Background: an optimization exercise with open tools, aiming at small area. Do not read the settings as production practice. Where RTL was checked, it was by simulation tests only, not by an equivalence proof against the original. Only the layout flow was run in run 3; the RTL was not checked for function there.

--- design/flow/flow/run.sh ---
#!/bin/bash
# Own layout flow: the standard flow (standard.sh) with three changes.
#  - Synthesis is synth_recipe.tcl unchanged except that its ABC call (the
#    mapping of the logic between the registers to cells, after the
#    registers are mapped) uses the area-oriented script abc_amap.script.
#  - The clock tree is built without dummy loads, from clusters of up to
#    24 sinks.
#  - The ports are buffered with buf_1 cells.
# standard.sh's output goes to standard.log, each ORFS step's to orfs/logs.
set -euo pipefail
here=$(pwd)
{
  echo 'proc abc {args} {'
  echo '  set i [lsearch $args -script]'
  echo "  if {\$i >= 0} { lset args [expr {\$i + 1}] $here/flow/abc_amap.script }"
  echo '  yosys abc {*}$args'
  echo '}'
  cat synth_recipe.tcl
} > flow/area_synth.tcl
grep -q 'SYNTH_SCRIPT=' standard.sh
sed "s#SYNTH_SCRIPT=[^ ]*#SYNTH_SCRIPT=$here/flow/area_synth.tcl#" standard.sh > flow/standard_area.sh
export CTS_ARGS="-sink_clustering_enable -repair_clock_nets -sink_clustering_size 27 -sink_clustering_max_diameter 105 -buf_list sky130_fd_sc_hd__clkbuf_16 -dont_use_dummy_load"
export BUFFER_PORTS_ARGS="-buffer_cell sky130_fd_sc_hd__buf_1"
bash flow/standard_area.sh > standard.log 2>&1
--- design/flow/flow/abc_amap.script ---
strash
dch
amap
topo
--- design/flow/constraint.sdc ---
create_clock -name core_clock -period 10.0 [get_ports {AUD_BCLK}]
set_input_delay 2.0000 -clock core_clock [delete_from_list [all_inputs] [get_ports {AUD_BCLK}]]
set_output_delay 2.0000 -clock core_clock [all_outputs]
set_load 0.01 [all_outputs]
--- design/flow/flow/standard_area.sh ---
#!/bin/bash
# The standard flow's own layout of this design, on the ORFS make targets given (by default finish). After
# finish it leaves the final layout's DEF at /design/flow/out/final.def.
set -euo pipefail
make -C /OpenROAD-flow-scripts/flow DESIGN_CONFIG=/design/flow/config.mk WORK_HOME=/design/flow/orfs CLKGATE_MAP_FILE= SYNTH_SCRIPT=/design/flow/flow/area_synth.tcl ABC_AREA=1 CAP_MARGIN=20 CORE_MARGIN=2 CORE_UTILIZATION=40 CTS_BUF_LIST=sky130_fd_sc_hd__clkbuf_16 CTS_CLUSTER_DIAMETER=100 CTS_CLUSTER_SIZE=24 SLEW_MARGIN=20 "${@:-finish}"
if [[ -f /design/flow/orfs/results/sky130hd/AudioEffects/base/6_final.odb ]]; then
  : # left out here: write the final layout as DEF
fi
--- design/flow/standard.sh ---
#!/bin/bash
# synth_recipe.tcl (not shown) runs the flow's synth.tcl, then flattens the netlist and writes it again
# the make line also repeats each setting of config.mk as NAME=value (left out here)
make -C /OpenROAD-flow-scripts/flow DESIGN_CONFIG=/design/flow/config.mk WORK_HOME=/design/flow/orfs CLKGATE_MAP_FILE= SYNTH_SCRIPT=/design/flow/synth_recipe.tcl "${@:-finish}"
--- design/flow/flow/area_synth.tcl ---
proc abc {args} {
  set i [lsearch $args -script]
  if {$i >= 0} { lset args [expr {$i + 1}] /design/flow/flow/abc_amap.script }
  yosys abc {*}$args
}
proc synth {args} { yosys synth -nofsm -noshare {*}$args }
source $::env(SCRIPTS_DIR)/synth.tcl
# left out here: clear keep_hierarchy, flatten, clean up, hide names made inside functions, write 1_2_yosys.v
--- design/flow/design.v ---
module AudioADC(
input AUD_BCLK,
input rst,
input AUD_ADCLRCK,
input AUD_ADCDAT,
output reg [15:0] dataL,
output reg [15:0] dataR
);
localparam START = 2'd0, WAIT = 2'd1, BITS = 2'd2, DONE = 2'd3;
reg [1:0] s;
reg [4:0] count;
reg [31:0] shift;
reg doneD;
always @(posedge AUD_BCLK or negedge rst)
begin
	if (rst == 0)
		begin
			s <= START;
			count <= 5'd31;
		end
	else
		case (s)
			START: s <= WAIT;
			WAIT:  if (AUD_ADCLRCK) s <= BITS;
			BITS:
				begin
					count <= count - 5'd1;  
					if (count == 5'd0) s <= DONE;
				end
			DONE:  s <= WAIT;
		endcase
end
always @(posedge AUD_BCLK)
begin
	shift <= {shift[30:0], AUD_ADCDAT};
	doneD <= (s == DONE);
	if (s == DONE)
		dataL <= shift[31:16];
	if (doneD)
		dataR <= shift[16:1];
end
endmodule
module AudioDAC(
input AUD_BCLK,
input rst,
input AUD_DACLRCK,
input [15:0] half,
input inv,
output load,
output reg loadLo,
output AUD_DACDAT
);
localparam START = 2'd0, WAIT = 2'd1, BITS = 2'd2, DONE = 2'd3;
reg [1:0] s;
reg [4:0] count;
reg [31:0] sr;
reg msb;
reg invert;
assign load = (s == WAIT) & AUD_DACLRCK;
always @(posedge AUD_BCLK or negedge rst)
begin
	if (rst == 0)
		begin
			s <= START;
			count <= 5'd31;
		end
	else
		case (s)
			START: s <= WAIT;
			WAIT:  if (AUD_DACLRCK) s <= BITS;
			BITS:
				begin
					count <= count - 5'd1;  
					if (count == 5'd0) s <= DONE;
				end
			DONE:  s <= WAIT;
		endcase
end
always @(posedge AUD_BCLK)
begin
	loadLo <= load;
	if (load)
		begin
			msb <= half[15];
			invert <= inv;
		end
	if (load)
		sr <= {half, sr[14:0], sr[31]};
	else if (loadLo)
		sr <= {sr[30:16], half, sr[31]};
	else
		sr <= {sr[30:0], sr[31]};
end
assign AUD_DACDAT = ((s == BITS) ? sr[31] : msb) ^ invert;
endmodule
module FxCore(
input [143:0] xl,
input [143:0] xr,
input [15:0] dflt,
input chR,
input lpf,
input hpf,
input comb,
input mavg,
output [15:0] y
);
wire ncomb = ~comb;
wire useO = lpf | mavg;           
wire useE = hpf | mavg;           
wire [143:0] x = chR ? xr : xl;
wire [15:0] u0 = {~x[15], x[14:0]};
wire [15:0] u1 = {~x[31], x[30:16]};
wire [15:0] u2 = {~x[47], x[46:32]};
wire [15:0] u3 = {~x[63], x[62:48]};
wire [15:0] u4 = {~x[79], x[78:64]};
wire [15:0] u5 = {~x[95], x[94:80]};
wire [15:0] u6 = {~x[111], x[110:96]};
wire [15:0] u7 = {~x[127], x[126:112]};
wire [15:0] u8 = {~x[143], x[142:128]};
wire [15:0] ud = {~dflt[15], dflt[14:0]};
wire hs1;
wire hc2;
wire fs3;
wire fc4;
wire fs5;
wire fc6;
wire fs7;
wire fc8;
wire fs9;
wire fc10;
wire fs11;
wire fc12;
wire fs13;
wire fc14;
wire fs15;
wire fc16;
wire fs17;
wire fc18;
wire fs19;
wire fc20;
wire fs21;
wire fc22;
wire fs23;
wire fc24;
wire fs25;
wire fc26;
wire fs27;
wire fc28;
wire fs29;
wire fc30;
wire fs31;
wire fc32;
wire hs33;
wire hc34;
wire fs35;
wire fc36;
wire fs37;
wire fc38;
wire fs39;
wire fc40;
wire fs41;
wire fc42;
wire fs43;
wire fc44;
wire fs45;
wire fc46;
wire fs47;
wire fc48;
wire fs49;
wire fc50;
wire fs51;
wire fc52;
wire fs53;
wire fc54;
wire fs55;
wire fc56;
wire fs57;
wire fc58;
wire fs59;
wire fc60;
wire fs61;
wire fc62;
wire fs63;
wire fc64;
wire hs65;
wire hc66;
wire fs67;
wire fc68;
wire fs69;
wire fc70;
wire fs71;
wire fc72;
wire fs73;
wire fc74;
wire fs75;
wire fc76;
wire fs77;
wire fc78;
wire fs79;
wire fc80;
wire fs81;
wire fc82;
wire fs83;
wire fc84;
wire fs85;
wire fc86;
wire fs87;
wire fc88;
wire fs89;
wire fc90;
wire fs91;
wire fc92;
wire fs93;
wire fc94;
wire fs95;
wire fc96;
wire hs97;
wire hc98;
wire fs99;
wire fc100;
wire fs101;
wire fc102;
wire fs103;
wire fc104;
wire fs105;
wire fc106;
wire fs107;
wire fc108;
wire fs109;
wire fc110;
wire fs111;
wire fc112;
wire fs113;
wire fc114;
wire fs115;
wire fc116;
wire fs117;
wire fc118;
wire fs119;
wire fc120;
wire fs121;
wire fc122;
wire fs123;
wire fc124;
wire fs125;
wire fc126;
wire fs127;
wire fc128;
wire [17:0] oa;
wire [17:0] ob;
wire [17:0] ea;
wire [17:0] eb;
wire fs129;
wire fc130;
wire fs131;
wire fc132;
wire fs133;
wire fc134;
wire fs135;
wire fc136;
wire fs137;
wire fc138;
wire fs139;
wire fc140;
wire fs141;
wire fc142;
wire fs143;
wire fc144;
wire fs145;
wire fc146;
wire fs147;
wire fc148;
wire fs149;
wire fc150;
wire fs151;
wire fc152;
wire fs153;
wire fc154;
wire fs155;
wire fc156;
wire fs157;
wire fc158;
wire fs159;
wire fc160;
wire hs161;
wire hc162;
wire fs163;
wire fc164;
wire hs165;
wire hc166;
wire fs167;
wire fc168;
wire hs169;
wire hc170;
wire hs171;
wire hc172;
wire fs173;
wire fc174;
wire fs175;
wire fc176;
wire fs177;
wire fc178;
wire fs179;
wire fc180;
wire fs181;
wire fc182;
wire fs183;
wire fc184;
wire fs185;
wire fc186;
wire fs187;
wire fc188;
wire fs189;
wire fc190;
wire fs191;
wire fc192;
wire fs193;
wire fc194;
wire fs195;
wire fc196;
wire fs197;
wire fc198;
wire fs199;
wire fc200;
wire fs201;
wire fc202;
wire fs203;
wire fc204;
wire fs205;
wire fc206;
wire hs207;
wire hc208;
wire fs209;
wire fc210;
wire fs211;
wire fc212;
wire fs213;
wire fc214;
wire fs215;
wire fc216;
wire fs217;
wire fc218;
wire fs219;
wire fc220;
wire fs221;
wire fc222;
wire fs223;
wire fc224;
wire fs225;
wire fc226;
wire fs227;
wire fc228;
wire fs229;
wire fc230;
wire fs231;
wire fc232;
wire fs233;
wire fc234;
wire fs235;
wire fc236;
wire fs237;
wire fc238;
wire fs239;
wire fc240;
wire fs241;
wire fc242;
wire fs243;
wire fc244;
wire [19:0] sa;
wire [19:0] sb;
wire [17:0] qa = {18{useO}} & oa;
wire [17:0] qb = {18{useO}} & ob;
wire [17:0] ra = {{2{useE}} & ea[17:16], ({16{useE}} & ea[15:0]) | ({16{comb}} & ~u8)};
wire [17:0] rb = {18{useE}} & eb;
wire [15:0] p = ((lpf | hpf | mavg) ? u4 : comb ? u0 : ud) ^ {16{hpf}};
assign hs1 = u1[0] ^ u3[0];
assign hc2 = u1[0] & u3[0];
assign fs3 = u1[1] ^ u3[1] ^ u5[1];
assign fc4 = (u1[1] & u3[1]) | (u5[1] & (u1[1] ^ u3[1]));
assign fs5 = u1[2] ^ u3[2] ^ u5[2];
assign fc6 = (u1[2] & u3[2]) | (u5[2] & (u1[2] ^ u3[2]));
assign fs7 = u1[3] ^ u3[3] ^ u5[3];
assign fc8 = (u1[3] & u3[3]) | (u5[3] & (u1[3] ^ u3[3]));
assign fs9 = u1[4] ^ u3[4] ^ u5[4];
assign fc10 = (u1[4] & u3[4]) | (u5[4] & (u1[4] ^ u3[4]));
assign fs11 = u1[5] ^ u3[5] ^ u5[5];
assign fc12 = (u1[5] & u3[5]) | (u5[5] & (u1[5] ^ u3[5]));
assign fs13 = u1[6] ^ u3[6] ^ u5[6];
assign fc14 = (u1[6] & u3[6]) | (u5[6] & (u1[6] ^ u3[6]));
assign fs15 = u1[7] ^ u3[7] ^ u5[7];
assign fc16 = (u1[7] & u3[7]) | (u5[7] & (u1[7] ^ u3[7]));
assign fs17 = u1[8] ^ u3[8] ^ u5[8];
assign fc18 = (u1[8] & u3[8]) | (u5[8] & (u1[8] ^ u3[8]));
assign fs19 = u1[9] ^ u3[9] ^ u5[9];
assign fc20 = (u1[9] & u3[9]) | (u5[9] & (u1[9] ^ u3[9]));
assign fs21 = u1[10] ^ u3[10] ^ u5[10];
assign fc22 = (u1[10] & u3[10]) | (u5[10] & (u1[10] ^ u3[10]));
assign fs23 = u1[11] ^ u3[11] ^ u5[11];
assign fc24 = (u1[11] & u3[11]) | (u5[11] & (u1[11] ^ u3[11]));
assign fs25 = u1[12] ^ u3[12] ^ u5[12];
assign fc26 = (u1[12] & u3[12]) | (u5[12] & (u1[12] ^ u3[12]));
assign fs27 = u1[13] ^ u3[13] ^ u5[13];
assign fc28 = (u1[13] & u3[13]) | (u5[13] & (u1[13] ^ u3[13]));
assign fs29 = u1[14] ^ u3[14] ^ u5[14];
assign fc30 = (u1[14] & u3[14]) | (u5[14] & (u1[14] ^ u3[14]));
assign fs31 = u1[15] ^ u3[15] ^ u5[15];
assign fc32 = (u1[15] & u3[15]) | (u5[15] & (u1[15] ^ u3[15]));
assign hs33 = hs1 ^ u5[0];
assign hc34 = hs1 & u5[0];
assign fs35 = fs3 ^ u7[1] ^ hc2;
assign fc36 = (fs3 & u7[1]) | (hc2 & (fs3 ^ u7[1]));
assign fs37 = fs5 ^ u7[2] ^ fc4;
assign fc38 = (fs5 & u7[2]) | (fc4 & (fs5 ^ u7[2]));
assign fs39 = fs7 ^ u7[3] ^ fc6;
assign fc40 = (fs7 & u7[3]) | (fc6 & (fs7 ^ u7[3]));
assign fs41 = fs9 ^ u7[4] ^ fc8;
assign fc42 = (fs9 & u7[4]) | (fc8 & (fs9 ^ u7[4]));
assign fs43 = fs11 ^ u7[5] ^ fc10;
assign fc44 = (fs11 & u7[5]) | (fc10 & (fs11 ^ u7[5]));
assign fs45 = fs13 ^ u7[6] ^ fc12;
assign fc46 = (fs13 & u7[6]) | (fc12 & (fs13 ^ u7[6]));
assign fs47 = fs15 ^ u7[7] ^ fc14;
assign fc48 = (fs15 & u7[7]) | (fc14 & (fs15 ^ u7[7]));
assign fs49 = fs17 ^ u7[8] ^ fc16;
assign fc50 = (fs17 & u7[8]) | (fc16 & (fs17 ^ u7[8]));
assign fs51 = fs19 ^ u7[9] ^ fc18;
assign fc52 = (fs19 & u7[9]) | (fc18 & (fs19 ^ u7[9]));
assign fs53 = fs21 ^ u7[10] ^ fc20;
assign fc54 = (fs21 & u7[10]) | (fc20 & (fs21 ^ u7[10]));
assign fs55 = fs23 ^ u7[11] ^ fc22;
assign fc56 = (fs23 & u7[11]) | (fc22 & (fs23 ^ u7[11]));
assign fs57 = fs25 ^ u7[12] ^ fc24;
assign fc58 = (fs25 & u7[12]) | (fc24 & (fs25 ^ u7[12]));
assign fs59 = fs27 ^ u7[13] ^ fc26;
assign fc60 = (fs27 & u7[13]) | (fc26 & (fs27 ^ u7[13]));
assign fs61 = fs29 ^ u7[14] ^ fc28;
assign fc62 = (fs29 & u7[14]) | (fc28 & (fs29 ^ u7[14]));
assign fs63 = fs31 ^ u7[15] ^ fc30;
assign fc64 = (fs31 & u7[15]) | (fc30 & (fs31 ^ u7[15]));
assign hs65 = u0[0] ^ u2[0];
assign hc66 = u0[0] & u2[0];
assign fs67 = u0[1] ^ u2[1] ^ u6[1];
assign fc68 = (u0[1] & u2[1]) | (u6[1] & (u0[1] ^ u2[1]));
assign fs69 = u0[2] ^ u2[2] ^ u6[2];
assign fc70 = (u0[2] & u2[2]) | (u6[2] & (u0[2] ^ u2[2]));
assign fs71 = u0[3] ^ u2[3] ^ u6[3];
assign fc72 = (u0[3] & u2[3]) | (u6[3] & (u0[3] ^ u2[3]));
assign fs73 = u0[4] ^ u2[4] ^ u6[4];
assign fc74 = (u0[4] & u2[4]) | (u6[4] & (u0[4] ^ u2[4]));
assign fs75 = u0[5] ^ u2[5] ^ u6[5];
assign fc76 = (u0[5] & u2[5]) | (u6[5] & (u0[5] ^ u2[5]));
assign fs77 = u0[6] ^ u2[6] ^ u6[6];
assign fc78 = (u0[6] & u2[6]) | (u6[6] & (u0[6] ^ u2[6]));
assign fs79 = u0[7] ^ u2[7] ^ u6[7];
assign fc80 = (u0[7] & u2[7]) | (u6[7] & (u0[7] ^ u2[7]));
assign fs81 = u0[8] ^ u2[8] ^ u6[8];
assign fc82 = (u0[8] & u2[8]) | (u6[8] & (u0[8] ^ u2[8]));
assign fs83 = u0[9] ^ u2[9] ^ u6[9];
assign fc84 = (u0[9] & u2[9]) | (u6[9] & (u0[9] ^ u2[9]));
assign fs85 = u0[10] ^ u2[10] ^ u6[10];
assign fc86 = (u0[10] & u2[10]) | (u6[10] & (u0[10] ^ u2[10]));
assign fs87 = u0[11] ^ u2[11] ^ u6[11];
assign fc88 = (u0[11] & u2[11]) | (u6[11] & (u0[11] ^ u2[11]));
assign fs89 = u0[12] ^ u2[12] ^ u6[12];
assign fc90 = (u0[12] & u2[12]) | (u6[12] & (u0[12] ^ u2[12]));
assign fs91 = u0[13] ^ u2[13] ^ u6[13];
assign fc92 = (u0[13] & u2[13]) | (u6[13] & (u0[13] ^ u2[13]));
assign fs93 = u0[14] ^ u2[14] ^ u6[14];
assign fc94 = (u0[14] & u2[14]) | (u6[14] & (u0[14] ^ u2[14]));
assign fs95 = u0[15] ^ u2[15] ^ u6[15];
assign fc96 = (u0[15] & u2[15]) | (u6[15] & (u0[15] ^ u2[15]));
assign hs97 = hs65 ^ u6[0];
assign hc98 = hs65 & u6[0];
assign fs99 = fs67 ^ u8[1] ^ hc66;
assign fc100 = (fs67 & u8[1]) | (hc66 & (fs67 ^ u8[1]));
assign fs101 = fs69 ^ u8[2] ^ fc68;
assign fc102 = (fs69 & u8[2]) | (fc68 & (fs69 ^ u8[2]));
assign fs103 = fs71 ^ u8[3] ^ fc70;
assign fc104 = (fs71 & u8[3]) | (fc70 & (fs71 ^ u8[3]));
assign fs105 = fs73 ^ u8[4] ^ fc72;
assign fc106 = (fs73 & u8[4]) | (fc72 & (fs73 ^ u8[4]));
assign fs107 = fs75 ^ u8[5] ^ fc74;
assign fc108 = (fs75 & u8[5]) | (fc74 & (fs75 ^ u8[5]));
assign fs109 = fs77 ^ u8[6] ^ fc76;
assign fc110 = (fs77 & u8[6]) | (fc76 & (fs77 ^ u8[6]));
assign fs111 = fs79 ^ u8[7] ^ fc78;
assign fc112 = (fs79 & u8[7]) | (fc78 & (fs79 ^ u8[7]));
assign fs113 = fs81 ^ u8[8] ^ fc80;
assign fc114 = (fs81 & u8[8]) | (fc80 & (fs81 ^ u8[8]));
assign fs115 = fs83 ^ u8[9] ^ fc82;
assign fc116 = (fs83 & u8[9]) | (fc82 & (fs83 ^ u8[9]));
assign fs117 = fs85 ^ u8[10] ^ fc84;
assign fc118 = (fs85 & u8[10]) | (fc84 & (fs85 ^ u8[10]));
assign fs119 = fs87 ^ u8[11] ^ fc86;
assign fc120 = (fs87 & u8[11]) | (fc86 & (fs87 ^ u8[11]));
assign fs121 = fs89 ^ u8[12] ^ fc88;
assign fc122 = (fs89 & u8[12]) | (fc88 & (fs89 ^ u8[12]));
assign fs123 = fs91 ^ u8[13] ^ fc90;
assign fc124 = (fs91 & u8[13]) | (fc90 & (fs91 ^ u8[13]));
assign fs125 = fs93 ^ u8[14] ^ fc92;
assign fc126 = (fs93 & u8[14]) | (fc92 & (fs93 ^ u8[14]));
assign fs127 = fs95 ^ u8[15] ^ fc94;
assign fc128 = (fs95 & u8[15]) | (fc94 & (fs95 ^ u8[15]));
assign oa = {1'b0, fc32, fs63, fs61, fs59, fs57, fs55, fs53, fs51, fs49, fs47, fs45, fs43, fs41, fs39, fs37, fs35, hs33};
assign ob = {1'b0, fc64, fc62, fc60, fc58, fc56, fc54, fc52, fc50, fc48, fc46, fc44, fc42, fc40, fc38, fc36, hc34, u7[0]};
assign ea = {1'b0, fc96, fs127, fs125, fs123, fs121, fs119, fs117, fs115, fs113, fs111, fs109, fs107, fs105, fs103, fs101, fs99, hs97};
assign eb = {1'b0, fc128, fc126, fc124, fc122, fc120, fc118, fc116, fc114, fc112, fc110, fc108, fc106, fc104, fc102, fc100, hc98, u8[0]};
assign fs129 = p[0] ^ qa[0] ^ qb[0];
assign fc130 = (p[0] & qa[0]) | (qb[0] & (p[0] ^ qa[0]));
assign fs131 = p[1] ^ qa[1] ^ qb[1];
assign fc132 = (p[1] & qa[1]) | (qb[1] & (p[1] ^ qa[1]));
assign fs133 = p[2] ^ qa[2] ^ qb[2];
assign fc134 = (p[2] & qa[2]) | (qb[2] & (p[2] ^ qa[2]));
assign fs135 = p[3] ^ qa[3] ^ qb[3];
assign fc136 = (p[3] & qa[3]) | (qb[3] & (p[3] ^ qa[3]));
assign fs137 = p[4] ^ qa[4] ^ qb[4];
assign fc138 = (p[4] & qa[4]) | (qb[4] & (p[4] ^ qa[4]));
assign fs139 = p[5] ^ qa[5] ^ qb[5];
assign fc140 = (p[5] & qa[5]) | (qb[5] & (p[5] ^ qa[5]));
assign fs141 = p[6] ^ qa[6] ^ qb[6];
assign fc142 = (p[6] & qa[6]) | (qb[6] & (p[6] ^ qa[6]));
assign fs143 = p[7] ^ qa[7] ^ qb[7];
assign fc144 = (p[7] & qa[7]) | (qb[7] & (p[7] ^ qa[7]));
assign fs145 = p[8] ^ qa[8] ^ qb[8];
assign fc146 = (p[8] & qa[8]) | (qb[8] & (p[8] ^ qa[8]));
assign fs147 = p[9] ^ qa[9] ^ qb[9];
assign fc148 = (p[9] & qa[9]) | (qb[9] & (p[9] ^ qa[9]));
assign fs149 = p[10] ^ qa[10] ^ qb[10];
assign fc150 = (p[10] & qa[10]) | (qb[10] & (p[10] ^ qa[10]));
assign fs151 = p[11] ^ qa[11] ^ qb[11];
assign fc152 = (p[11] & qa[11]) | (qb[11] & (p[11] ^ qa[11]));
assign fs153 = p[12] ^ qa[12] ^ qb[12];
assign fc154 = (p[12] & qa[12]) | (qb[12] & (p[12] ^ qa[12]));
assign fs155 = p[13] ^ qa[13] ^ qb[13];
assign fc156 = (p[13] & qa[13]) | (qb[13] & (p[13] ^ qa[13]));
assign fs157 = p[14] ^ qa[14] ^ qb[14];
assign fc158 = (p[14] & qa[14]) | (qb[14] & (p[14] ^ qa[14]));
assign fs159 = p[15] ^ qa[15] ^ qb[15];
assign fc160 = (p[15] & qa[15]) | (qb[15] & (p[15] ^ qa[15]));
assign hs161 = ra[15] ^ rb[15];
assign hc162 = ra[15] & rb[15];
assign fs163 = qa[16] ^ qb[16] ^ ra[16];
assign fc164 = (qa[16] & qb[16]) | (ra[16] & (qa[16] ^ qb[16]));
assign hs165 = rb[16] ^ 1'b1;
assign hc166 = rb[16] & 1'b1;
assign fs167 = qa[17] ^ qb[17] ^ ra[17];
assign fc168 = (qa[17] & qb[17]) | (ra[17] & (qa[17] ^ qb[17]));
assign hs169 = rb[17] ^ 1'b1;
assign hc170 = rb[17] & 1'b1;
assign hs171 = fs129 ^ ra[0];
assign hc172 = fs129 & ra[0];
assign fs173 = fs131 ^ ra[1] ^ rb[1];
assign fc174 = (fs131 & ra[1]) | (rb[1] & (fs131 ^ ra[1]));
assign fs175 = fs133 ^ ra[2] ^ rb[2];
assign fc176 = (fs133 & ra[2]) | (rb[2] & (fs133 ^ ra[2]));
assign fs177 = fs135 ^ ra[3] ^ rb[3];
assign fc178 = (fs135 & ra[3]) | (rb[3] & (fs135 ^ ra[3]));
assign fs179 = fs137 ^ ra[4] ^ rb[4];
assign fc180 = (fs137 & ra[4]) | (rb[4] & (fs137 ^ ra[4]));
assign fs181 = fs139 ^ ra[5] ^ rb[5];
assign fc182 = (fs139 & ra[5]) | (rb[5] & (fs139 ^ ra[5]));
assign fs183 = fs141 ^ ra[6] ^ rb[6];
assign fc184 = (fs141 & ra[6]) | (rb[6] & (fs141 ^ ra[6]));
assign fs185 = fs143 ^ ra[7] ^ rb[7];
assign fc186 = (fs143 & ra[7]) | (rb[7] & (fs143 ^ ra[7]));
assign fs187 = fs145 ^ ra[8] ^ rb[8];
assign fc188 = (fs145 & ra[8]) | (rb[8] & (fs145 ^ ra[8]));
assign fs189 = fs147 ^ ra[9] ^ rb[9];
assign fc190 = (fs147 & ra[9]) | (rb[9] & (fs147 ^ ra[9]));
assign fs191 = fs149 ^ ra[10] ^ rb[10];
assign fc192 = (fs149 & ra[10]) | (rb[10] & (fs149 ^ ra[10]));
assign fs193 = fs151 ^ ra[11] ^ rb[11];
assign fc194 = (fs151 & ra[11]) | (rb[11] & (fs151 ^ ra[11]));
assign fs195 = fs153 ^ ra[12] ^ rb[12];
assign fc196 = (fs153 & ra[12]) | (rb[12] & (fs153 ^ ra[12]));
assign fs197 = fs155 ^ ra[13] ^ rb[13];
assign fc198 = (fs155 & ra[13]) | (rb[13] & (fs155 ^ ra[13]));
assign fs199 = fs157 ^ ra[14] ^ rb[14];
assign fc200 = (fs157 & ra[14]) | (rb[14] & (fs157 ^ ra[14]));
assign fs201 = fs159 ^ hs161 ^ ncomb;
assign fc202 = (fs159 & hs161) | (ncomb & (fs159 ^ hs161));
assign fs203 = fs163 ^ hs165 ^ fc160;
assign fc204 = (fs163 & hs165) | (fc160 & (fs163 ^ hs165));
assign fs205 = fs167 ^ hs169 ^ fc164;
assign fc206 = (fs167 & hs169) | (fc164 & (fs167 ^ hs169));
assign hs207 = hs171 ^ rb[0];
assign hc208 = hs171 & rb[0];
assign fs209 = fs173 ^ fc130 ^ hc172;
assign fc210 = (fs173 & fc130) | (hc172 & (fs173 ^ fc130));
assign fs211 = fs175 ^ fc132 ^ fc174;
assign fc212 = (fs175 & fc132) | (fc174 & (fs175 ^ fc132));
assign fs213 = fs177 ^ fc134 ^ fc176;
assign fc214 = (fs177 & fc134) | (fc176 & (fs177 ^ fc134));
assign fs215 = fs179 ^ fc136 ^ fc178;
assign fc216 = (fs179 & fc136) | (fc178 & (fs179 ^ fc136));
assign fs217 = fs181 ^ fc138 ^ fc180;
assign fc218 = (fs181 & fc138) | (fc180 & (fs181 ^ fc138));
assign fs219 = fs183 ^ fc140 ^ fc182;
assign fc220 = (fs183 & fc140) | (fc182 & (fs183 ^ fc140));
assign fs221 = fs185 ^ fc142 ^ fc184;
assign fc222 = (fs185 & fc142) | (fc184 & (fs185 ^ fc142));
assign fs223 = fs187 ^ fc144 ^ fc186;
assign fc224 = (fs187 & fc144) | (fc186 & (fs187 ^ fc144));
assign fs225 = fs189 ^ fc146 ^ fc188;
assign fc226 = (fs189 & fc146) | (fc188 & (fs189 ^ fc146));
assign fs227 = fs191 ^ fc148 ^ fc190;
assign fc228 = (fs191 & fc148) | (fc190 & (fs191 ^ fc148));
assign fs229 = fs193 ^ fc150 ^ fc192;
assign fc230 = (fs193 & fc150) | (fc192 & (fs193 ^ fc150));
assign fs231 = fs195 ^ fc152 ^ fc194;
assign fc232 = (fs195 & fc152) | (fc194 & (fs195 ^ fc152));
assign fs233 = fs197 ^ fc154 ^ fc196;
assign fc234 = (fs197 & fc154) | (fc196 & (fs197 ^ fc154));
assign fs235 = fs199 ^ fc156 ^ fc198;
assign fc236 = (fs199 & fc156) | (fc198 & (fs199 ^ fc156));
assign fs237 = fs201 ^ fc158 ^ fc200;
assign fc238 = (fs201 & fc158) | (fc200 & (fs201 ^ fc158));
assign fs239 = fs203 ^ hc162 ^ fc202;
assign fc240 = (fs203 & hc162) | (fc202 & (fs203 ^ hc162));
assign fs241 = fs205 ^ hc166 ^ fc204;
assign fc242 = (fs205 & hc166) | (fc204 & (fs205 ^ hc166));
assign fs243 = fc168 ^ hc170 ^ fc206;
assign fc244 = (fc168 & hc170) | (fc206 & (fc168 ^ hc170));
assign sa = {1'b1, fs243, fs241, fs239, fs237, fs235, fs233, fs231, fs229, fs227, fs225, fs223, fs221, fs219, fs217, fs215, fs213, fs211, fs209, hs207};
assign sb = {fc244, fc242, fc240, fc238, fc236, fc234, fc232, fc230, fc228, fc226, fc224, fc222, fc220, fc218, fc216, fc214, fc212, fc210, hc208, comb};
wire [20:0] cc;    
wire [19:0] s0;    
wire [19:0] s;
assign cc[0] = 1'b0;
assign cc[7] = 1'b0;
assign cc[13] = 1'b0;
genvar gi;
generate for (gi = 0; gi < 20; gi = gi + 1) begin : rca
	assign s0[gi] = sa[gi] ^ sb[gi] ^ cc[gi];
	if (gi != 6 && gi != 12)
		assign cc[gi+1] = (sa[gi] & sb[gi]) | (cc[gi] & (sa[gi] ^ sb[gi]));
end endgenerate
assign s[6:0] = s0[6:0];
wire cin7 = (sa[6] & sb[6]) | (cc[6] & (sa[6] ^ sb[6]));
wire [13:7] ones7;   
assign ones7[7] = 1'b1;
generate for (gi = 7; gi < 13; gi = gi + 1) begin : inc7
	assign ones7[gi+1] = ones7[gi] & s0[gi];
	assign s[gi] = s0[gi] ^ (cin7 & ones7[gi]);
end endgenerate
wire cout13 = (sa[12] & sb[12]) | (cc[12] & (sa[12] ^ sb[12]));
wire cin13 = cout13 | (cin7 & ones7[13]);
wire [20:13] ones13;   
assign ones13[13] = 1'b1;
generate for (gi = 13; gi < 20; gi = gi + 1) begin : inc13
	assign ones13[gi+1] = ones13[gi] & s0[gi];
	assign s[gi] = s0[gi] ^ (cin13 & ones13[gi]);
end endgenerate
wire negfrac = s[19] & (s[2:0] != 3'd0);
wire [16:0] aones;   
wire [15:0] avg;
assign aones[0] = 1'b1;
genvar ai;
generate for (ai = 0; ai < 16; ai = ai + 1) begin : div
	assign aones[ai+1] = aones[ai] & s[ai+3];
	assign avg[ai] = s[ai+3] ^ (negfrac & aones[ai]);
end endgenerate
assign y = mavg ? avg : s[15:0];
endmodule
module AudioEffects(
input AUD_BCLK,
input rst,
input sw1,
input sw2,
input sw3,
input sw4,
input sw5,
input AUD_ADCDAT,
input AUD_ADCLRCK,
input AUD_DACLRCK,
output AUD_DACDAT
);
wire [15:0] adcL, adcR;
wire dacLoad;
wire phase;         
wire dacBit;
AudioADC myADC(
.AUD_BCLK(AUD_BCLK),
.rst(rst),
.AUD_ADCLRCK(AUD_ADCLRCK),
.AUD_ADCDAT(AUD_ADCDAT),
.dataL(adcL),
.dataR(adcR)
);
reg [143:0] lineL;
reg [143:0] lineR;
reg shiftR;
always @(posedge AUD_BCLK)
begin
	shiftR <= AUD_DACLRCK;
	if (AUD_DACLRCK == 1)
		lineL <= {lineL[127:0], adcL};
	if (shiftR == 1)
		lineR <= {lineR[127:0], adcR};
end
reg [3:0] selD;
always @(posedge AUD_BCLK)
	selD <= {sw5, sw4, sw3, sw2};
wire [3:0] sel = phase ? selD : {sw5, sw4, sw3, sw2};
wire [15:0] dflt = phase ? adcR : adcL;
wire lpf  = (sel == 4'b1000);
wire hpf  = (sel == 4'b0100);
wire comb = (sel == 4'b0010);
wire mavg = (sel == 4'b0001);
wire [15:0] half;
FxCore core(.xl(lineL), .xr(lineR), .dflt(dflt), .chR(phase),
	.lpf(lpf), .hpf(hpf), .comb(comb), .mavg(mavg),
	.y(half));
AudioDAC myDAC(
.AUD_BCLK(AUD_BCLK),
.rst(rst),
.AUD_DACLRCK(AUD_DACLRCK),
.half(half),
.inv(hpf),
.load(dacLoad),
.loadLo(phase),
.AUD_DACDAT(dacBit)
);
assign AUD_DACDAT = sw1 & dacBit;
endmodule
--- design/flow/config.mk ---
export PLATFORM = sky130hd
export DESIGN_NAME = AudioEffects
export DESIGN_NICKNAME = AudioEffects
export VERILOG_FILES = /design/flow/design.v
export SDC_FILE = /design/flow/constraint.sdc
export NUM_CORES = 4
export LEC_CHECK = 0
export ABC_AREA = 1
export CAP_MARGIN = 20
export CORE_MARGIN = 2
export CORE_UTILIZATION = 40
export CTS_BUF_LIST = sky130_fd_sc_hd__clkbuf_16
export CTS_CLUSTER_DIAMETER = 100
export CTS_CLUSTER_SIZE = 24
export SLEW_MARGIN = 20
==> metrics.cfg, run 1 <==
[grt]
grt_max_degree=167
grt_pass1_vias=9931
antenna_found_initial=0
grt_pass1_wl_microns=55900
grt_overflow=0
grt.total_usage_pct=15.8

[clock_tree]
ctsHtreeMaxLevel=1
numCtsBuffers=19
cts_sinks=407
cts_buffer_depth=3
cts.clk_slew.worst_paths_ns=0.10
insertion_delay_ns=0.55
post_cts_buffers=0
root_buffer=clkbuf_16
cts_tree=done

[floorplanning]
start_util_pct=40.7
ios=11
dieWidth_microns=214
core_region_area_sq_um=43300
dieHeight_microns=214
placementRows=76
die_area_sq_um=45700

[yosys]
syn_area_per_cell_sq_um=15.1
synth.distinct_cells=31
yosys.area.top_type=edfxtp_1
synth.area.top_cells=edfxtp_1 (55%), fa_1 (14%), dfxtp_1 (8.1%), o22ai_1 (5.2%), clkinv_1 (2.9%)
synth-seq-area-share_pct=65.1
synth_seq_cells=407
syn_nets=1322
synth_top_area_share_pct=55.0
syn_inst=1164
yosys_warnings=3
syn_area_sq_um=17600

[critical_path]
cp-end-kind=register
cp_slowest_cell=fa_1
r2r_start=myDAC.loadLo
worstPathRequired_ns=10.42
slowest_delay_ns=0.52
criticalPathCategory=in -> reg
regToRegSetupSlack_ns=0.75
critPathArrivalTime_ns=9.69
critPathLaunch=sw3
crit_path_max_fanout=6
cp-start-kind=input port
cpMostUsedCell=fa_1

[drt]
wl_met3_microns=1630
routedWlPerCell_microns=19.2
routed_wl_microns=34600
wirelength_met1_microns=16400
post-route-drc-count=0
drt_iter0_markers=830
dr_wl_met2_microns=15900
viasPerCell=5.35
highest_layer=met4
firstDrtPassIters=6
vias=9627
drtAntennaViolNets=0

[run_status]
status=no timing/DRC/antenna violations

[placed_design]
numPortBuffers=10
pre_cts_ws_ns=-0.0225
hpwl_microns=22400
dp.cells=1781
place.gp.congestion=0.825

[timing]
hold_viol=0
tns_ns=0
final_max_slew_viol_count=0
whs_ns=0.333
fmax_mhz=108
worstMarginPinSlew_ns=1.04
period_minus_slack_ns=9.27
setup_viol=0
rsz0062_at_grt=false
skew_ns=0.0412
worst_slack_ns=0.727
slew_headroom_pct=30.6
period_share_pct=92.7

[cells_and_area]
finalNonFillerCells=1800
diodes=0
nets=1375
final_cell_mix=edfxtp_1 (322), o22ai_1 (144), clkinv_1 (129)
final_common_cell=edfxtp_1
drive_above_1_share_pct=7.08
syn_to_final_growth_pct=9.11

[min_path]
worstHoldStart=myADC.shift[0]
hold_path.class=reg -> reg

[job]
maxCapViolCount=0

[kinds of logic after synthesis]
| kind of cell | Yosys count | share of synthesized area (%) |
|---|---|---|
| compound gates | 316 | 12.1 |
| fa+ha+maj | 148 | 15.9 |
| simple gates | 154 | 3.90 |
| flops | 407 | 65.1 |
| xor+xnor | 1 | 0.0498 |
| buf+inv | 138 | 2.94 |
[state kept, by name, summed over array words and instances, names as in the netlist]
| signal | flops |
|---|---|
| lineL | 144 |
| myADC.count | 5 |
| myADC.s | 2 |
| myADC.doneD | 1 |
| myADC.shift | 32 |
| myADC.dataL | 16 |
| lineR | 144 |
| myDAC.msb | 1 |
| myDAC.loadLo | 1 |
| myDAC.count | 5 |
| myDAC.invert | 1 |
| myDAC.sr | 32 |
| myDAC.s | 2 |
| selD | 4 |
| shiftR | 1 |
| myADC.dataR | 16 |
[Yosys cell counts (all sizes together)]
library cell	instances
a21oi	34
a221oi	12
a22o	17
a22oi	4
a31oi	3
and2	1
and3	1
clkinv	138
dfrtp	4
dfstp	10
dfxtp	71
edfxtp	322
fa	126
ha	22
nand2	45
nand2b	1
nand3	7
nand4	2
nand4bb	1
nor2	61
nor2b	25
nor3	6
nor4	1
o21ai	36
o22a	58
o22ai	145
o31ai	1
o32ai	6
or2	2
or3	1
xor2	1
[metal layers]
metal  track usage (%)  vias up
met5                 0        -
met4              3.45        0
met3              2.14       46
met2              24.6      231
met1              23.7     4902
li1                  -     4448
[area by class of cell]
class | instances | area, sq um
timing repair buffer | 32 | 244
fill | 3841 | 24100
sequential | 407 | 11500
inverter | 138 | 564
multi-input combinational | 619 | 5720
tap | 585 | 732
clock buffer | 19 | 475
[per-stage QoR]
stage	area, sq um	utilization [%]
after floorplan	17700	-
after global placement	18700	43.3
after detailed placement	18700	43.3
after CTS	19200	44.4
after global routing	19200	44.4
final	19200	44.4
[worst max-delay path, delay by kind of cell]
family / cells / cell delay [ns]
AOI/OAI and AO/OA: 11 / 1.67
and+or+nand+nor: 11 / 1.63
adders and majority gates: 9 / 3.45
buffers and inverters: 7 / 0.94
[what timing repair did]
| action | 4_1_cts | 5_1_grt |
|---|---|---|
| gates resized for setup | 0 | 1 |
| endpoints found under the hold margin | 0 | 0 |
| hold buffers | 0 | 0 |
| setup endpoints to repair | 0 | 1 |
[worst paths after layout]
path / endpoint / cells after the start
min reg2reg: myADC.shift[1] / 0
max in group asynchronous: myADC.s[0] / 1
min in group asynchronous: myDAC.s[1] / 1
max: myDAC.sr[16] / 38
min: myADC.shift[1] / 0
max reg2reg: myDAC.sr[16] / 39
==> run 2: changes to the inputs <==
--- a/design/flow/flow/run.sh
+++ b/design/flow/flow/run.sh
@@ -21,3 +21,3 @@
 sed "s#SYNTH_SCRIPT=[^ ]*#SYNTH_SCRIPT=$here/flow/area_synth.tcl#" standard.sh > flow/standard_area.sh
-export CTS_ARGS="-sink_clustering_enable -repair_clock_nets -sink_clustering_size 27 -sink_clustering_max_diameter 105 -buf_list sky130_fd_sc_hd__clkbuf_16 -dont_use_dummy_load"
+export CTS_ARGS="-sink_clustering_enable -repair_clock_nets -sink_clustering_size 30 -sink_clustering_max_diameter 110 -buf_list sky130_fd_sc_hd__clkbuf_16 -dont_use_dummy_load"
 export BUFFER_PORTS_ARGS="-buffer_cell sky130_fd_sc_hd__buf_1"
==> run 2 against run 1 <==
Critical path type is now reg -> reg. Clock skew fell by 0.019 ns. Critical endpoint unchanged. Critical path depth rose by 1.
==> metrics.cfg, run 2 <==
[yosys]
synthTopCellsByCount=edfxtp_1 (322), o22ai_1 (145), clkinv_1 (138)  ; unchanged
yosys.area.top_type=edfxtp_1  ; unchanged
syn_area_per_cell_sq_um=15.1  ; unchanged
syn_inst=1164  ; unchanged
yosys_warnings=3  ; unchanged
synth_seq_cells=407  ; unchanged
synth_flop_cell=edfxtp_1  ; unchanged
synth.most_common_cell=edfxtp_1  ; unchanged
synth.distinct_cells=31  ; unchanged
syn_nets=1322  ; unchanged
synth_edf_count=322  ; unchanged
synth-seq-area-share_pct=65.1  ; unchanged
async_flop_share_pct=3.44  ; unchanged
synth_top_area_share_pct=55.0  ; unchanged
syn_area_sq_um=17600  ; unchanged
synth.area.top_cells=edfxtp_1 (55%), fa_1 (14%), dfxtp_1 (8.1%), o22ai_1 (5.2%), clkinv_1 (2.9%)  ; unchanged

[cells_and_area]
fill_cells=3847  ; was 3841
final_util_pct=44.3  ; was 44.4%
finalNonFillerCells=1799  ; was 1800
final_cell_mix=edfxtp_1 (322), o22ai_1 (144), clkinv_1 (129)  ; unchanged
drive_above_1_share_pct=6.92  ; was 7.08%
nets=1373  ; was 1375
fin_area_sq_um=19100  ; was 19200 sq um
syn_to_final_growth_pct=8.84  ; was 9.11%
largest_registers=lineL x144, lineR x144  ; unchanged
final_common_cell=edfxtp_1  ; unchanged

[critical_path]
critPathArrivalTime_ns=9.69  ; about the same
cp_slowest_cell=dfxtp_4  ; was fa_1
cp-end-kind=register  ; unchanged
cp-start-kind=register  ; was input port
worstPathRequired_ns=10.41  ; was 10.42 ns
crit_path_max_fanout=166  ; was 6
cpMostUsedCell=fa_2  ; was fa_1
slowest_delay_ns=0.66  ; was 0.52 ns
criticalPathCategory=reg -> reg  ; was in -> reg
regToRegSetupSlack_ns=0.72  ; was 0.75 ns

[grt]
grt_max_degree=167  ; unchanged
grt_pass1_wl_microns=55800  ; was 55900 microns
grt_pass1_vias=9973  ; was 9931
antenna_found_initial=0  ; unchanged
grt.total_usage_pct=15.7  ; was 15.8%
grt_overflow=0  ; unchanged

[placed_design]
place.gp.congestion=0.825  ; unchanged
placedInstanceArea_sq_um=18700  ; unchanged
numPortBuffers=10  ; unchanged
hpwl_microns=22400  ; unchanged
dp.cells=1781  ; unchanged
pre_cts_ws_ns=-0.0225  ; unchanged

[job]
maxCapViolCount=0  ; unchanged

[timing]
skew_ns=0.0221  ; was 0.0412 ns
period_minus_slack_ns=9.28  ; was 9.27 ns
final_max_slew_viol_count=0  ; unchanged
tns_ns=0  ; unchanged
worstMarginPinSlew_ns=1.03  ; was 1.04 ns
slew_headroom_pct=31.2  ; was 30.6%
worst_slack_ns=0.721  ; was 0.727 ns
fmax_mhz=108  ; about the same
period_share_pct=92.8  ; was 92.7%
rsz0062_at_grt=false  ; unchanged
setup_viol=0  ; unchanged
hold_viol=0  ; unchanged

[floorplanning]
die_area_sq_um=45700  ; unchanged
placementRows=76  ; unchanged
ios=11  ; unchanged
dieWidth_microns=214  ; unchanged
dieHeight_microns=214  ; unchanged
core_region_area_sq_um=43300  ; unchanged
start_util_pct=40.7  ; unchanged

[clock_tree]
ctsHoldBuffers=0  ; unchanged
cts.clk_slew.worst_paths_ns=0.11  ; was 0.10 ns
insertion_delay_ns=0.54  ; was 0.55 ns
ctsResizeCount=0  ; unchanged
cts_tree=done  ; unchanged
cts_buffer_depth=3  ; unchanged
post_cts_buffers=0  ; unchanged
cts_sinks=407  ; unchanged
root_buffer=clkbuf_16  ; unchanged
numCtsBuffers=17  ; was 19
ctsHtreeMaxLevel=1  ; unchanged

[drt]
firstDrtPassIters=5  ; was 6
routedWlPerCell_microns=19.1  ; was 19.2 microns
drtAntennaViolNets=0  ; unchanged
routed_wl_microns=34400  ; was 34600 microns
viasPerCell=5.35  ; about the same
vias=9620  ; was 9627
drt_iter0_markers=734  ; was 830
post-route-drc-count=0  ; unchanged

[min_path]
hold_path.class=reg -> reg  ; unchanged

[run_status]
status=no timing/DRC/antenna violations  ; unchanged

[run 2: cell count changes in the layout (fill, tap and decap cells not counted)]
cell	change
clkbuf_16	-2
diode_2	+1
[run 2: path summary, 6_finish.rpt]
kind                                 from              to  cells past startpoint
setup / recovery             myDAC.loadLo    myDAC.sr[16]                     39
hold / removal             myADC.shift[0]  myADC.shift[1]                      0
setup reg to reg             myDAC.loadLo    myDAC.sr[16]                     39
hold reg to reg            myADC.shift[0]  myADC.shift[1]                      0
max in group asynchronous             rst      myDAC.s[0]                      1
min in group asynchronous             rst      myADC.s[0]                      1
[run 2: kinds of logic (layout without fill, tap and decap cells)]
group | count (synthesis) | in the layout | synth area share (%)
adders and majority gates | 148 | 148 | 15.9
buffers and inverters | 138 | 187 | 2.94
xor gates and xnor gates | 1 | 1 | 0.0498
AOI/OAI and AO/OA | 316 | 316 | 12.1
and+or+nand+nor | 154 | 154 | 3.90
other | 0 | 1 | 0
DFF | 407 | 407 | 65.1
[run 2: through the flow]
stage	hold slack [ns]
final	0.336
after global placement	0.316
after CTS	0.341
after floorplan	0.310
after global routing	0.344
after detailed placement	0.316
[run 2: layer usage]
metal	GRT usage [%]	vias up	share of wire, %
met5	0	-	0
li1	-	4450	-
met4	3.26	0	1.8
met3	2.12	40	4.2
met2	24.8	206	46
met1	23.4	4924	48
[run 2: cell type report]
type | count | area [sq um] | share of cell area [%]
Multi-Input combinational cell | 619 | 5720 | 29.9
Sequential cell | 407 | 11500 | 59.9
Inverter | 138 | 564 | 2.95
Clock buffer | 17 | 425 | 2.22
Antenna cell | 1 | 2.50 | 0.0131
Timing Repair Buffer | 32 | 244 | 1.27
Tap cell | 585 | 732 | 3.82
[run 2: worst max-delay path, delay by kind of cell, from the launching register on]
| kind | cells | cell delay [ns] |
|---|---|---|
| adders and majority gates | 11 | 4.07 |
| DFF | 1 | 0.66 |
| buffers and inverters | 6 | 0.78 |
| and+or+nand+nor | 15 | 1.96 |
| AOI/OAI and AO/OA | 7 | 1.29 |
==> run 3: changes to the inputs <==
--- a/design/flow/design.v
+++ b/design/flow/design.v
@@ -98,3 +98,2 @@
 input [143:0] xr,
-input [15:0] dflt,
 input chR,
@@ -119,3 +118,2 @@
 wire [15:0] u8 = {~x[143], x[142:128]};
-wire [15:0] ud = {~dflt[15], dflt[14:0]};
 wire hs1;
@@ -374,3 +372,3 @@
 wire [17:0] rb = {18{useE}} & eb;
-wire [15:0] p = ((lpf | hpf | mavg) ? u4 : comb ? u0 : ud) ^ {16{hpf}};
+wire [15:0] p = (comb ? u0 : u4) ^ {16{hpf}};
 assign hs1 = u1[0] ^ u3[0];
@@ -705,10 +703,9 @@
 wire [15:0] dflt = phase ? adcR : adcL;
-wire lpf  = (sel == 4'b1000);
-wire hpf  = (sel == 4'b0100);
-wire comb = (sel == 4'b0010);
-wire mavg = (sel == 4'b0001);
-wire [15:0] half;
-FxCore core(.xl(lineL), .xr(lineR), .dflt(dflt), .chR(phase),
-	.lpf(lpf), .hpf(hpf), .comb(comb), .mavg(mavg),
-	.y(half));
+wire isFx = (sel == 4'b1000) | (sel == 4'b0100) | (sel == 4'b0010) | (sel == 4'b0001);
+wire hpf = (sel == 4'b0100);
+wire [15:0] fx;
+FxCore core(.xl(lineL), .xr(lineR), .chR(phase),
+	.lpf(sel[3]), .hpf(sel[2]), .comb(sel[1]), .mavg(sel[0]),
+	.y(fx));
+wire [15:0] half = isFx ? fx : dflt;
 AudioDAC myDAC(
--- a/design/flow/flow/run.sh
+++ b/design/flow/flow/run.sh
@@ -21,3 +21,3 @@
 sed "s#SYNTH_SCRIPT=[^ ]*#SYNTH_SCRIPT=$here/flow/area_synth.tcl#" standard.sh > flow/standard_area.sh
-export CTS_ARGS="-sink_clustering_enable -repair_clock_nets -sink_clustering_size 30 -sink_clustering_max_diameter 110 -buf_list sky130_fd_sc_hd__clkbuf_16 -dont_use_dummy_load"
+export CTS_ARGS="-sink_clustering_enable -repair_clock_nets -sink_clustering_size 24 -sink_clustering_max_diameter 100 -buf_list sky130_fd_sc_hd__clkbuf_16 -dont_use_dummy_load"
 export BUFFER_PORTS_ARGS="-buffer_cell sky130_fd_sc_hd__buf_1"
==> run 3 against run 2 <==
Still clean on timing, DRC and antenna. Worst hold slack lost 0.015 ns. Worst setup slack lost 0.22 ns. Clock skew grew 0.026 ns. Cell count grew 1.6%. Synthesized cell count grew 1.3%. First-iteration DRC count grew 32%. Register-to-register slack lost 0.18 ns.
==> metrics.cfg, run 3 <==
[critical_path]
cp-end-kind=register  ; unchanged
crit_path_max_fanout=13  ; was 166
regToRegSetupSlack_ns=0.54  ; was 0.72 ns
worstPathRequired_ns=10.50  ; was 10.41 ns
cp_slowest_cell=fa_1  ; was dfxtp_4
slowest_delay_ns=0.55  ; was 0.66 ns
criticalPathCategory=in -> reg  ; was reg -> reg
critPathArrivalTime_ns=10.00  ; was 9.69 ns
path_buf_inv=9  ; was 6
cp-start-kind=input port  ; was register
cpMostUsedCell=fa_1  ; was fa_2
crit_family=adder cells  ; unchanged

[yosys]
synth-seq-area-share_pct=64.9  ; was 65.1%
synth.most_common_cell=edfxtp_1  ; unchanged
syn_inst=1179  ; was 1164
synth.distinct_cells=32  ; was 31
syn_area_sq_um=17600  ; about the same
async_flop_share_pct=3.44  ; unchanged
syn_area_per_cell_sq_um=15.0  ; was 15.1 sq um
yosys.area.top_type=edfxtp_1  ; unchanged
syn_nets=1338  ; was 1322
synth_flop_cell=edfxtp_1  ; unchanged
synth.area.top_cells=edfxtp_1 (55%), fa_1 (14%), dfxtp_1 (8.1%), o22ai_1 (5.1%), clkinv_1 (3.0%)  ; was edfxtp_1 (55%), fa_1 (14%), dfxtp_1 (8.1%), o22ai_1 (5.2%), clkinv_1 (2.9%)
synthTopCellsByCount=edfxtp_1 (322), o22ai_1 (143), clkinv_1 (140)  ; was edfxtp_1 (322), o22ai_1 (145), clkinv_1 (138)
synth_top_area_share_pct=54.8  ; was 55.0%
synth_edf_count=322  ; unchanged
synth_seq_cells=407  ; unchanged
yosys_warnings=3  ; unchanged

[placed_design]
place.gp.congestion=0.901  ; was 0.825
numPortBuffers=10  ; unchanged
placedInstanceArea_sq_um=18700  ; about the same
hpwl_microns=24100  ; was 22400 microns
dp.cells=1801  ; was 1781
pre_cts_ws_ns=-0.193  ; was -0.0225 ns

[timing]
fmax_mhz=105  ; was 108 MHz
skew_ns=0.0477  ; was 0.0221 ns
period_minus_slack_ns=9.50  ; was 9.28 ns
period_share_pct=95.0  ; was 92.8%
slew_headroom_pct=31.1  ; was 31.2%
setup_viol=0  ; unchanged
hold_viol=0  ; unchanged
tns_ns=0  ; unchanged
worst_slack_ns=0.498  ; was 0.721 ns
final_max_slew_viol_count=0  ; unchanged
whs_ns=0.322  ; was 0.336 ns
worstMarginPinSlew_ns=1.03  ; about the same

[cells_and_area]
fin_area_sq_um=19300  ; was 19100 sq um
largest_registers=lineL x144, lineR x144  ; unchanged
final_cell_mix=edfxtp_1 (322), o22ai_1 (139), clkinv_1 (138)  ; was edfxtp_1 (322), o22ai_1 (144), clkinv_1 (129)
syn_to_final_growth_pct=9.54  ; was 8.84%
drive_above_1_share_pct=6.20  ; was 6.92%
final_common_cell=edfxtp_1  ; unchanged
finalNonFillerCells=1827  ; was 1799
fill_cells=3906  ; was 3847
nets=1403  ; was 1373
diodes=0  ; was 1
final_util_pct=44.6  ; was 44.3%

[drt]
routedWlPerCell_microns=20.0  ; was 19.1 microns
vias=9749  ; was 9620
drt_iter0_markers=966  ; was 734
drtAntennaViolNets=0  ; unchanged
viasPerCell=5.34  ; was 5.35
routed_wl_microns=36500  ; was 34400 microns
post-route-drc-count=0  ; unchanged
firstDrtPassIters=5  ; unchanged

[grt]
antenna_found_initial=1  ; was 0
grt_util_met1_pct=24.4  ; was 23.4%
gr-max-usage-layer=met1  ; was met2
grt_pass1_wl_microns=57500  ; was 55800 microns
grt_overflow=0  ; unchanged
grt_pass1_vias=10000  ; was 9973
grt.total_usage_pct=15.9  ; was 15.7%
grt_max_degree=127  ; was 167
grt_use_met3_pct=2.51  ; was 2.12%
grt_use_met2_pct=23.9  ; was 24.8%

[floorplanning]
placementRows=76  ; unchanged
dieHeight_microns=214  ; about the same
ios=11  ; unchanged
core_region_area_sq_um=43300  ; unchanged
dieWidth_microns=214  ; about the same
start_util_pct=40.8  ; was 40.7%
die_area_sq_um=45800  ; was 45700 sq um

[clock_tree]
cts_buffer_depth=3  ; unchanged
ctsHoldBuffers=0  ; unchanged
cts_sinks=407  ; unchanged
insertion_delay_ns=0.55  ; was 0.54 ns
root_buffer=clkbuf_16  ; unchanged
cts_tree=done  ; unchanged
numCtsBuffers=20  ; was 17
cts.clk_slew.worst_paths_ns=0.09  ; was 0.11 ns
ctsHtreeMaxLevel=1  ; unchanged

[job]
maxCapViolCount=0  ; unchanged

[run_status]
status=no timing/DRC/antenna violations  ; unchanged

[min_path]
hold_path.class=reg -> reg  ; unchanged

run 3: changes by cell type after synthesis, moves of 4 or more:
cell and delta:
a22oi_1 +13, nor2_1 -6, nand3_1 -4, a21oi_1 -7
nand2_1 +20, o21ai_0 +10, a221oi_1 -11, o32ai_1 -5
a22o_1 +11, o22a_1 -15
run 3: worst register-to-register path: cells and delay by family, from the launching register on:
family          cells  cell delay, ns
fa+ha+maj          11            4.66
simple gates       18            2.15
compound gates      6            1.19
buf+inv             8            0.90
flops               1            0.55
run 3: logic make-up (layout without fill, tap and decap cells):
group                      after synthesis  in the layout  synth area share, %
and+or+nand+nor                        166            166                 4.15
xor gates and xnor gates                 2              2               0.0994
adders and majority gates              149            149                 15.9
buffers and inverters                  140            203                 2.98
DFF                                    407            407                 64.9
AOI/OAI and AO/OA                      315            315                 11.9
run 3: final timing paths:
| check | from | to | depth (start not counted) |
|---|---|---|---|
| max reg2reg | myDAC.loadLo | myDAC.sr[9] | 43 |
| min in group asynchronous | rst | myDAC.s[1] | 1 |
| min | myADC.shift[0] | myADC.shift[1] | 0 |
| min reg2reg | myADC.shift[0] | myADC.shift[1] | 0 |
| max | sw5 | myDAC.sr[9] | 41 |
| max in group asynchronous | rst | myDAC.s[0] | 1 |
run 3: area by class of cell:
| class | count | area (sq um) | area share, % |
|---|---|---|---|
| Clock buffer | 20 | 500 | 2.59 |
| Inverter | 140 | 554 | 2.87 |
| Multi-Input combinational cell | 632 | 5730 | 29.6 |
| Sequential cell | 407 | 11500 | 59.3 |
| Tap cell | 585 | 732 | 3.79 |
| Timing Repair Buffer | 43 | 343 | 1.77 |
run 3: repair_timing:
item                                    in CTS  in global routing
endpoints found under the setup margin       0                 11
buffers inserted                             0                  5
gates resized for setup                      0                  8
run 3: routing by layer:
layer	up-vias	part of all wire [%]
met2	234	45
met4	0	2.0
met5	-	0
li1	4487	-
met1	4989	48
met3	39	5.3
==> run 4: changes to the inputs <==
--- a/design/flow/design.v
+++ b/design/flow/design.v
@@ -98,2 +98,3 @@
 input [143:0] xr,
+input [15:0] dflt,
 input chR,
@@ -118,2 +119,3 @@
 wire [15:0] u8 = {~x[143], x[142:128]};
+wire [15:0] ud = {~dflt[15], dflt[14:0]};
 wire hs1;
@@ -372,3 +374,3 @@
 wire [17:0] rb = {18{useE}} & eb;
-wire [15:0] p = (comb ? u0 : u4) ^ {16{hpf}};
+wire [15:0] p = ((lpf | hpf | mavg) ? u4 : comb ? u0 : ud) ^ {16{hpf}};
 assign hs1 = u1[0] ^ u3[0];
@@ -703,9 +705,10 @@
 wire [15:0] dflt = phase ? adcR : adcL;
-wire isFx = (sel == 4'b1000) | (sel == 4'b0100) | (sel == 4'b0010) | (sel == 4'b0001);
-wire hpf = (sel == 4'b0100);
-wire [15:0] fx;
-FxCore core(.xl(lineL), .xr(lineR), .chR(phase),
-	.lpf(sel[3]), .hpf(sel[2]), .comb(sel[1]), .mavg(sel[0]),
-	.y(fx));
-wire [15:0] half = isFx ? fx : dflt;
+wire lpf  = (sel == 4'b1000);
+wire hpf  = (sel == 4'b0100);
+wire comb = (sel == 4'b0010);
+wire mavg = (sel == 4'b0001);
+wire [15:0] half;
+FxCore core(.xl(lineL), .xr(lineR), .dflt(dflt), .chR(phase),
+	.lpf(lpf), .hpf(hpf), .comb(comb), .mavg(mavg),
+	.y(half));
 AudioDAC myDAC(
==> design/flow/flow/standard_area.sh (replaced) <==
#!/bin/bash
# The standard flow's own layout of this design, on the ORFS make targets given (by default finish). After
# finish it leaves the final layout's DEF at /design/flow/out/final.def.
set -euo pipefail
make -C /OpenROAD-flow-scripts/flow DESIGN_CONFIG=/design/flow/config.mk WORK_HOME=/design/flow/orfs CLKGATE_MAP_FILE= SYNTH_SCRIPT=/design/flow/flow/area_synth.tcl ABC_AREA=1 CAP_MARGIN=20 CORE_MARGIN=2 CORE_UTILIZATION=40 CTS_BUF_LIST=sky130_fd_sc_hd__clkbuf_16 CTS_CLUSTER_DIAMETER=100 CTS_CLUSTER_SIZE=24 PLACE_DENSITY=0.75 SLEW_MARGIN=20 "${@:-finish}"
if [[ -f /design/flow/orfs/results/sky130hd/AudioEffects/base/6_final.odb ]]; then
  : # left out here: write the final layout as DEF
fi
--- a/design/flow/config.mk
+++ b/design/flow/config.mk
@@ -14,2 +14,3 @@
 export CTS_CLUSTER_SIZE = 24
+export PLACE_DENSITY = 0.75
 export SLEW_MARGIN = 20
==> run 4 against run 3 <==
Die area fell by 0.23%. Still clean on timing, DRC and antenna. First-iteration DRC count fell by 5.3%. Worst hold slack improved by 0.017 ns. Via count rose by 1.4%. Final area fell by 0.30%. Cell count fell by 1.1%. Critical path type unchanged. Sequential share of layout area rose by 0.18 points.
==> metrics.cfg, run 4 <==
[yosys]
synth_top_area_share_pct=55.0  ; was 54.8%
synthTopCellsByCount=edfxtp_1 (322), o22ai_1 (145), clkinv_1 (138)  ; was edfxtp_1 (322), o22ai_1 (143), clkinv_1 (140)
synth.most_common_cell=edfxtp_1  ; unchanged
syn_area_sq_um=17600  ; about the same
synth_edf_count=322  ; unchanged
yosys_warnings=3  ; unchanged
yosys.area.top_type=edfxtp_1  ; unchanged
synth_seq_cells=407  ; unchanged
async_flop_share_pct=3.44  ; unchanged

[floorplanning]
dieHeight_microns=214  ; about the same
die_area_sq_um=45700  ; was 45800 sq um
dieWidth_microns=214  ; about the same
placementRows=76  ; unchanged
start_util_pct=40.7  ; was 40.8%

[timing]
rsz0062_at_grt=false
hold_viol=0  ; unchanged
fmax_mhz=106  ; was 105 MHz
setup_viol=0  ; unchanged
slew_headroom_pct=24.9  ; was 31.1%
worstMarginPinSlew_ns=1.13  ; was 1.03 ns
worst_slack_ns=0.583  ; was 0.498 ns
period_share_pct=94.2  ; was 95.0%
final_max_slew_viol_count=0  ; unchanged

[critical_path]
cp_slowest_cell=fa_1  ; unchanged
crit_path_max_fanout=16  ; was 13
criticalPathCategory=in -> reg  ; unchanged
slowest_delay_ns=0.53  ; was 0.55 ns
cpMostUsedCell=fa_1  ; unchanged
worstPathRequired_ns=10.39  ; was 10.50 ns
critPathArrivalTime_ns=9.80  ; was 10.00 ns
r2r_start=myDAC.loadLo  ; unchanged
cp-end-kind=register  ; unchanged
critPathLaunch=sw4  ; was sw5

[cells_and_area]
nets=1381  ; was 1403
largest_registers=lineL x144, lineR x144  ; unchanged
syn_to_final_growth_pct=9.47  ; was 9.54%
drive_above_1_share_pct=7.78  ; was 6.20%
diodes=0  ; unchanged
seq_area_sq_um=11500  ; unchanged
final_cell_mix=edfxtp_1 (322), o22ai_1 (141), clkinv_1 (129)  ; was edfxtp_1 (322), o22ai_1 (139), clkinv_1 (138)
final_common_cell=edfxtp_1  ; unchanged

[grt]
grt.total_usage_pct=15.6  ; was 15.9%
antenna_found_initial=0  ; was 1

[job]
maxCapViolCount=0  ; unchanged

[placed_design]
numPortBuffers=10  ; unchanged
pre_cts_ws_ns=-0.0289  ; was -0.193 ns
hpwl_microns=22900  ; was 24100 microns
place.gp.congestion=0.825  ; was 0.901

[clock_tree]
root_buffer=clkbuf_16  ; unchanged
cts_buffer_depth=3  ; unchanged
cts_tree=done  ; unchanged
ctsHtreeMaxLevel=1  ; unchanged
cts_sinks=407  ; unchanged
ctsHoldBuffers=0  ; unchanged
cts.clk_slew.worst_paths_ns=0.10  ; was 0.09 ns

[drt]
firstDrtPassIters=5  ; unchanged
routed_wl_microns=34400  ; was 36500 microns
post-route-drc-count=0  ; unchanged
drtAntennaViolNets=0  ; unchanged
vias=9884  ; was 9749
viasPerCell=5.47  ; was 5.34

[run_status]
status=no timing/DRC/antenna violations  ; unchanged

run 4: changes by cell type in the layout (fill, tap and decap cells not counted), moves of 9 or more:
cell,change
nand2_1,-20
o22a_1,+15
a22oi_1,-13
a221oi_1,+12
a22o_1,-11
clkinv_1,-9
o21ai_0,-9
run 4: final cells by class:
type                            count  area share [%]
Sequential cell                   407            59.5
Timing Repair Buffer               37            1.37
Tap cell                          585            3.80
Multi-Input combinational cell    619            29.8
Inverter                          138            2.92
Clock buffer                       20            2.60
run 4: critical path, delay by kind of cell:
kind | cells | cell delay (ns)
AO/OA/AOI/OAI | 9 | 1.34
adder cells (fa/ha/maj) | 9 | 3.45
AND/OR/NAND/NOR | 13 | 2.12
buffers and inverters | 9 | 0.87
run 4: final timing paths:
kind	to	slack (ns)	depth (start not counted)
min in group asynchronous	myADC.s[1]	1.50	1
min	myADC.shift[1]	0.34	0
max	myDAC.sr[16]	0.58	40
min reg2reg	myADC.shift[1]	0.34	0
max in group asynchronous	myDAC.s[1]	8.02	1
max reg2reg	myDAC.sr[16]	0.92	39
run 4: cell families (layout without fill, tap and decap cells):
family          after synthesis  count (layout)  share of synthesized area [%]
flops                       407             407                           65.1
compound gates              316             316                           12.1
simple gates                154             154                           3.90
fa+ha+maj                   148             148                           15.9
buf+inv                     138             195                           2.94
xor+xnor                      1               1                         0.0498
run 4: metrics by stage:
stage               instances  area, sq um  utilization (%)  hold slack [ns]  setup TNS (ns)
floorplan                1164        17700                -            0.310          -11.03
global placement         1786        18700             43.3            0.316               0
detailed placement       1786        18700             43.3            0.318         -0.0289
CTS                      1806        19200             44.4            0.341               0
global route             1806        19300             44.5            0.350               0
finish                   1806        19300             44.5            0.338               0
run 4: routing by layer:
metal | wire length, microns | vias up | GRT usage, %
li1 | - | 4451 | -
met3 | 2190 | 43 | 2.27
met5 | 0 | - | 0
met1 | 14900 | 5076 | 22.1
met2 | 16800 | 314 | 25.7
met4 | 617 | 0 | 3.30
run 4: timing repair:
item / 4_1_cts / 5_1_grt
endpoints found under the setup margin: 0 / 2
resized for setup: 0 / 6
buffers inserted: 0 / 0

[what the ideal ports hide]
Ports are ideal in the flow. The routed layouts listed here were re-timed in OpenROAD. Step 1 (the two cells are an assumption about what drives the block):
set clk [get_ports {AUD_BCLK}]
set_driving_cell -lib_cell sky130_fd_sc_hd__clkbuf_16 $clk
set_driving_cell -lib_cell sky130_fd_sc_hd__buf_2 [delete_from_list [all_inputs] $clk]
Step 2 moves the port delays by t, midway between the first and last clock arrival at a register: inputs arrive t later, outputs are due t later. That takes back most of the time a late clock gives input paths. a / b / c = no drivers / after step 1 / after step 2; a / b = the first two.
run | t (ns) | setup WS [ns] | worst setup path at the end | worst slew at a driven data input, ns | cell pins on the clock port's net
run 1 | 0.578 | 0.727 / 0.745 / 0.180 | input to register | 0.03 | 1
run 2 | 0.577 | 0.721 / 0.721 / 0.175 | input to register | 0.04 | 1
run 3 | 0.581 | 0.498 / 0.525 / -0.055 | input to register | 0.04 | 1
run 4 | 0.570 | 0.583 / 0.612 / 0.042 | input to register | 0.04 | 1
Met with ideal ports but missed after step 2: setup timing in run 3. For run 3, which loses most, drivers alone change the setup slack by +0.027 ns; drivers and shift together by -0.553 ns.
